This is an optimization exercise on Yosys and OpenROAD, whose aim is small area, a short achievable clock period and few clock cycles per item, not a production implementation.
At most, simulation tests tie the RTL to the original design; equivalence was not proved.
Power figures rest on the tool's default switching activity, not on a simulated workload.

==> flow/design.v (excerpt) <==
module time_based_processor(
    input           clk,             
    input           rst_n,           
    input  [7:0]    data_in,         
    input  [2:0]    opcode,          
    input           data_valid,      
    output [15:0]   data_out,        
    output          data_ready,      
    output [3:0]    status_flags     
);
    localparam OP_NOP     = 3'b000;
    localparam OP_ADD     = 3'b001;
    localparam OP_SUB     = 3'b010;
    localparam OP_MUL     = 3'b011;
    localparam OP_SHIFT   = 3'b100;
    localparam OP_FILTER  = 3'b101;
    localparam OP_INVERT  = 3'b110;
    localparam OP_COMPARE = 3'b111;
    reg        wait_b;        
    reg        busy;          
    reg        ready;         
    reg [7:0]  x;             
    reg [2:0]  op;            
    reg [15:0] result;
    reg        flag_ovf;
    reg        flag_zero;
    wire idle = ~(wait_b | busy | ready);
    wire [7:0] b = data_in;
    function [10:0] radd;    
        input [9:0] p, q;
        input       ci;
        integer i;
        reg cy;
        begin
            cy = ci;
            for (i = 0; i < 10; i = i + 1) begin
                radd[i] = p[i] ^ q[i] ^ cy;
                cy = (p[i] & q[i]) | (cy & (p[i] ^ q[i]));
            end
            radd[10] = cy;
        end
    endfunction
    wire [10:0] a3s = radd({2'b00, x}, {1'b0, x, 1'b0}, 1'b0);
    wire [1:0]  d   = wait_b ? b[1:0] : result[1:0];
    reg  [9:0]  pp;
    always @(*) begin
        case (d)
            2'd0: pp = 10'd0;
            2'd1: pp = {2'b00, x};
            2'd2: pp = {1'b0, x, 1'b0};
            default: pp = a3s[9:0];
        endcase
    end
    wire [15:0] mfirst = {pp, b[7:2]};
    wire [10:0] msum   = radd({2'b00, result[15:8]}, pp, 1'b0);
    wire [15:0] mstep  = {msum[9:0], result[7:2]};
    wire       sub = (op == OP_SUB) || (op == OP_COMPARE);
    wire [7:0] y   = b ^ {8{sub}};
    wire [10:0] sums = radd({2'b00, x}, {2'b00, y}, sub);
    wire       c   = sums[8];              
    wire       eq  = &(x ^ ~b);
    wire [2:0] s   = b[2:0];
    wire [2:0] rl  = b[3] ? -s : s;        
    wire [7:0] r1  = rl[0] ? {x[6:0], x[7]} : x;
    wire [7:0] r2  = rl[1] ? {r1[5:0], r1[7:6]} : r1;
    wire [7:0] r3  = rl[2] ? {r2[3:0], r2[7:4]} : r2;
    wire [7:0] keep_l = 8'hFF << s;
    wire [7:0] keep_r = 8'hFF >> s;
  ...
clock: 5.5 ns
lec_check: 0
abc_area: 1
cap_margin: 20
core_margin: 2
core_utilization: 40
setup_slack_margin: 2
slew_margin: 20
run.sh (not shown) runs the stock make flow with config.mk's settings and CLKGATE_MAP_FILE= SYNTH_SCRIPT=/design/flow/synth_recipe.tcl, a recipe that flattens the netlist after the stock synthesis.
The baseline finished with timing, DRC and antenna clean.
==> next run, changes <==
ABC_AREA = unset   (was 1)
After rerunning: The changed run passed the timing, DRC and antenna checks; worst setup slack gets better by 0.14 ns; cell count came out lower by 14%; fmax came out higher by about 3.2%; routed wire length came out higher by about 3.7%.
No functional check of the RTL was part of any run of this note.

========
run A:
time_based_processor, a different RTL version from the one above (not shown whole).
For scale: ~32 flip-flops, ~3300 sq um of cells after synthesis.
clock: 5.5 ns
lec_check: 0
abc_area: 1
cap_margin: 20
core_margin: 2
core_utilization: 50
setup_slack_margin: 3
slew_margin: 20
standard.sh (not shown) runs the stock make flow with config.mk's settings and CLKGATE_MAP_FILE= SYNTH_SCRIPT=/design/flow/synth_recipe.tcl, a recipe that flattens the netlist after the stock synthesis.
==> flow/flow/run.sh <==
#!/bin/bash
# Standard layout with these changes: plain buf_1 cells as the port buffers,
# and half and full adders left to abc as plain gates (flow/noha.mk).
bash standard.sh "DESIGN_CONFIG=$PWD/flow/noha.mk" "BUFFER_PORTS_ARGS=-buffer_cell sky130_fd_sc_hd__buf_1"  finish > standard.log 2>&1
==> flow/flow/noha.mk <==
# The standard flow's settings, plus the half and full adders cells marked don't-use so that
# synthesis leaves half and full adders to abc as plain gates.
include $(FLOW_CONFIG)
export DONT_USE_CELLS += sky130_fd_sc_hd__ha_1 sky130_fd_sc_hd__ha_2 sky130_fd_sc_hd__ha_4 sky130_fd_sc_hd__fa_1 sky130_fd_sc_hd__fa_2 sky130_fd_sc_hd__fa_4
The final layout from run A, which completed every stage, passed the timing, DRC and antenna checks at the end of the flow.
Testbench counts of run A, summed over its fixed seeds: cycles 15,476, ops 4,800.
Here is what was changed in the inputs of run B compared with run A.
Settings: SETUP_SLACK_MARGIN now 2.9, was 3.
Findings:
Changes observed in run B relative to run A: utilization now sits lower, share of power burned in combinational logic now sits lower, count of fill cells added during filler insertion now sits higher.
For run C, these inputs were changed with respect to run B:
Settings: changing CORE_UTILIZATION from 50 to 60; changing SETUP_SLACK_MARGIN from 2.9 to 3.
- In the final design statistics, run C uses fewer standard cells in total than run B.
- Sequential share of layout area in run C vs run B: down 0.67 points
- Average wire per standard cell (run C over run B): decrease, about 2.5%
- Going from run B to run C, insertion delay of the later-clocked pin in the worst-skew pair level; utilization moved up; maximum frequency moved up; first-pass GRT wire length moved down.
--- input diff run C..run D ---
Settings: a change of CORE_UTILIZATION from 60 to 55.
==> comparison <==
Run D finished every step from synthesis to the final layout, and the layout passed the timing, DRC and antenna checks.
As of run D, area of the multi-input gates had risen by a few percent compared to run C.
Side by side, leakage power total turned out higher in run D than in run C.
Of the two candidates, run C has the better cell area after layout and run D the worse one.
Of the two values seen for slowest stage cell on the critical path, sky130_fd_sc_hd__edfxtp_1 was produced by run C and sky130_fd_sc_hd__o21ai_2 by run D.
Delta (run D minus run C): multi-input combinational area share went up; setup slack went down; clock-buffer cell count went up.

==> port drivers added, routing unchanged <==
How much do the figures lean on ideal ports? The routed layouts below were timed once more, with nothing changed but the port constraints. Step 1, drivers: a clkbuf_16 drives clk and a buf_2 each remaining input, both assumed. Step 2 also shifts input and output timing later by t, the mid clock arrival at the registers, as if the neighbouring blocks saw the same clock. Slacks: ideal / step 1 / step 2; pairs: ideal / step 1.
run | t, ns | setup WS [ns] | worst slew at a driven data input, ns
the first run of note 1 | 0.319 | 0.970 / 0.962 / 0.644 | 0.04
the second run of note 1 | 0.321 | 1.112 / 1.103 / 0.782 | 0.05
run A | 0.312 | 3.065 / 3.036 / 2.780 | 0.04
run B | 0.321 | 2.980 / 2.973 / 2.666 | 0.03
run C | 0.314 | 3.017 / 2.989 / 2.763 | 0.04
run D | 0.314 | 2.994 / 3.000 / 2.687 | 0.04
After both steps setup and hold are still met in every run listed. The setup slack of the second run of note 1, which loses most, moves by -0.009 ns with the drivers and by -0.330 ns with both steps.
